From an optimization exercise on the open Yosys and OpenROAD flow, aimed at small area and a short achievable clock period; shortcuts taken in it are not production practice. Only simulation tests tie the RTL to the original design; equivalence was not proved. Power is estimated from default activity; no workload was simulated.

==> flow/design.v <==
module rcore_iu_alu(
    clk,
    rst_n,
    idu_iu_pipe_sel,
    idu_iu_inst_opcode,
    idu_iu_inst_src0,
    idu_iu_inst_src1,
    idu_iu_inst_src2,
    idu_iu_inst_dstid,
    iu_rb_dstid,
    iu_rb_data_vld,
    iu_rb_data
);
input                       clk;
input                       rst_n;
input                       idu_iu_pipe_sel;
input           [7  :0]     idu_iu_inst_opcode;
input           [63 :0]     idu_iu_inst_src0;
input           [63 :0]     idu_iu_inst_src1;
input           [63 :0]     idu_iu_inst_src2;
input           [7  :0]     idu_iu_inst_dstid;
output          [7  :0]     iu_rb_dstid;
output          [63 :0]     iu_rb_data;
output                      iu_rb_data_vld;
reg                         result_data_vld_r;
reg             [7  :0]     inst_dstid_r;
reg             [63 :0]     result_sum_r;
reg                         result_w32_r;
wire            [3  :0]     op = idu_iu_inst_opcode[3:0];
wire                        op_sub = op[2] | (op[1] & op[0]);
wire                        op_w32 = ~op[0];
wire            [63 :0]     src1_inv = idu_iu_inst_src1 ^ {64{op_sub}};
wire            [63 :0]     sum      = idu_iu_inst_src0 + src1_inv + {63'b0, op_sub};
always @(posedge clk or negedge rst_n)
begin
    if (!rst_n)
        result_data_vld_r <= 1'b0;
    else
        result_data_vld_r <= idu_iu_pipe_sel;
end
always @(posedge clk)
begin
    inst_dstid_r[7:0]  <= idu_iu_inst_dstid[7:0];
    result_sum_r[63:0] <= sum[63:0];
    result_w32_r       <= op_w32;
end
assign iu_rb_data_vld    = result_data_vld_r;
assign iu_rb_dstid[7:0]  = inst_dstid_r[7:0];
assign iu_rb_data[31:0]  = result_sum_r[31:0];
assign iu_rb_data[63:32] = result_w32_r ? {32{result_sum_r[31]}} : result_sum_r[63:32];
endmodule
module rcore_iu_top(
    clk,
    rst_n,
    idu_iu_pipe_sel,
    idu_iu_inst_opcode,
    idu_iu_inst_src0,
    idu_iu_inst_src1,
    idu_iu_inst_src2,
    idu_iu_inst_dstid,
    iu_rb_dstid,
    iu_rb_data_vld,
    iu_rb_data
);
input                       clk;
input                       rst_n;
input           [4  :0]     idu_iu_pipe_sel;
input           [7  :0]     idu_iu_inst_opcode;
input           [63 :0]     idu_iu_inst_src0;
input           [63 :0]     idu_iu_inst_src1;
input           [63 :0]     idu_iu_inst_src2;
input           [7  :0]     idu_iu_inst_dstid;
output          [7  :0]     iu_rb_dstid;
output          [63 :0]     iu_rb_data;
output                      iu_rb_data_vld;
wire            [7  :0]     idu_iu_inst_opcode_w;
wire            [63 :0]     idu_iu_inst_src0_w;
wire            [63 :0]     idu_iu_inst_src1_w;
wire            [63 :0]     idu_iu_inst_src2_w;
wire            [7  :0]     idu_iu_inst_dstid_w;
wire                        idu_iu_pipe_sel_alu;
rcore_iu_alu x_rcore_iu_alu (
  .clk                      (clk),
  .rst_n                    (rst_n),
  .idu_iu_pipe_sel          (idu_iu_pipe_sel_alu),
  .idu_iu_inst_opcode       (idu_iu_inst_opcode_w),
  .idu_iu_inst_src0         (idu_iu_inst_src0_w),
  .idu_iu_inst_src1         (idu_iu_inst_src1_w),
  .idu_iu_inst_src2         (idu_iu_inst_src2_w),
  .idu_iu_inst_dstid        (idu_iu_inst_dstid_w),
  .iu_rb_dstid              (iu_rb_dstid),
  .iu_rb_data_vld           (iu_rb_data_vld),
  .iu_rb_data               (iu_rb_data)
);
assign idu_iu_inst_opcode_w[7:0] = idu_iu_inst_opcode[7:0];
assign idu_iu_inst_src0_w[63:0]  = idu_iu_inst_src0[63 :0];
assign idu_iu_inst_src1_w[63:0]  = idu_iu_inst_src1[63:0];
assign idu_iu_inst_src2_w[63:0]  = idu_iu_inst_src2[63:0];
assign idu_iu_inst_dstid_w[7:0]  = idu_iu_inst_dstid[7:0];
assign idu_iu_pipe_sel_alu       = idu_iu_pipe_sel[0];
endmodule
Settings: LEC_CHECK=0, CAP_MARGIN=20, CORE_MARGIN=2, CORE_UTILIZATION=40, SETUP_SLACK_MARGIN=4, SLEW_MARGIN=20; clock period 8.0 ns.
run.sh (not shown) runs the stock make flow with config.mk's settings and CLKGATE_MAP_FILE= SYNTH_SCRIPT=/design/flow/synth_recipe.tcl, a recipe that flattens the netlist after the stock synthesis.
Rerun with:
==> flow/flow/run.sh (new file) <==
#!/bin/bash
# Standard ORFS layout, with the ports buffered by the smallest plain buffer
# instead of the delay buffer buffer_ports picks by default.
set -euo pipefail
export BUFFER_PORTS_ARGS="-buffer_cell sky130_fd_sc_hd__buf_1"
bash standard.sh > standard.log 2>&1
==> flow/standard.sh (new file) <==
#!/bin/bash
# synth_recipe.tcl (not shown) runs the flow's synth.tcl, then flattens the netlist and writes it again
# the make line also repeats each setting of config.mk as NAME=value (left out here)
make -C /OpenROAD-flow-scripts/flow DESIGN_CONFIG=/design/flow/config.mk WORK_HOME=/design/flow/orfs CLKGATE_MAP_FILE= SYNTH_SCRIPT=/design/flow/synth_recipe.tcl "${@:-finish}"
Settings changed: SETUP_SLACK_MARGIN 4 to default.
removed: flow/run.sh
Outcome: The new run finished with timing, DRC and antenna clean; die area is unchanged; routed wire length went down by 17%; total power went down by 19%; design area went down by 29%.

[separate check: timing with driven ports]
In the flow no input, the clock included, has a driving cell. The finished layouts below were timed again as built, in two steps. Step 1 assumes that a clkbuf_16 drives the clock port and a buf_2 every other input. Step 2 moves the port delays by t, midway between the first and last clock arrival at a register: inputs arrive t later, outputs are due t later. That takes back most of the time a late clock gives input paths. Three values: no drivers, after step 1, after step 2; two values: the first two.
run | t, ns | slack for setup (ns) | clock arrival spread, ns | slew at the worst register clock pin (ns)
the first run | 0.388 | 3.723 / 3.727 / 3.339 | 0.012 / 0.012 | 0.06 / 0.06
the second run | 0.387 | 2.769 / 2.788 / 2.401 | 0.011 / 0.011 | 0.07 / 0.07
After both steps setup and hold are still met in every run listed. The setup slack of the first run, which loses most, moves by +0.004 ns with the drivers and by -0.384 ns with both steps.
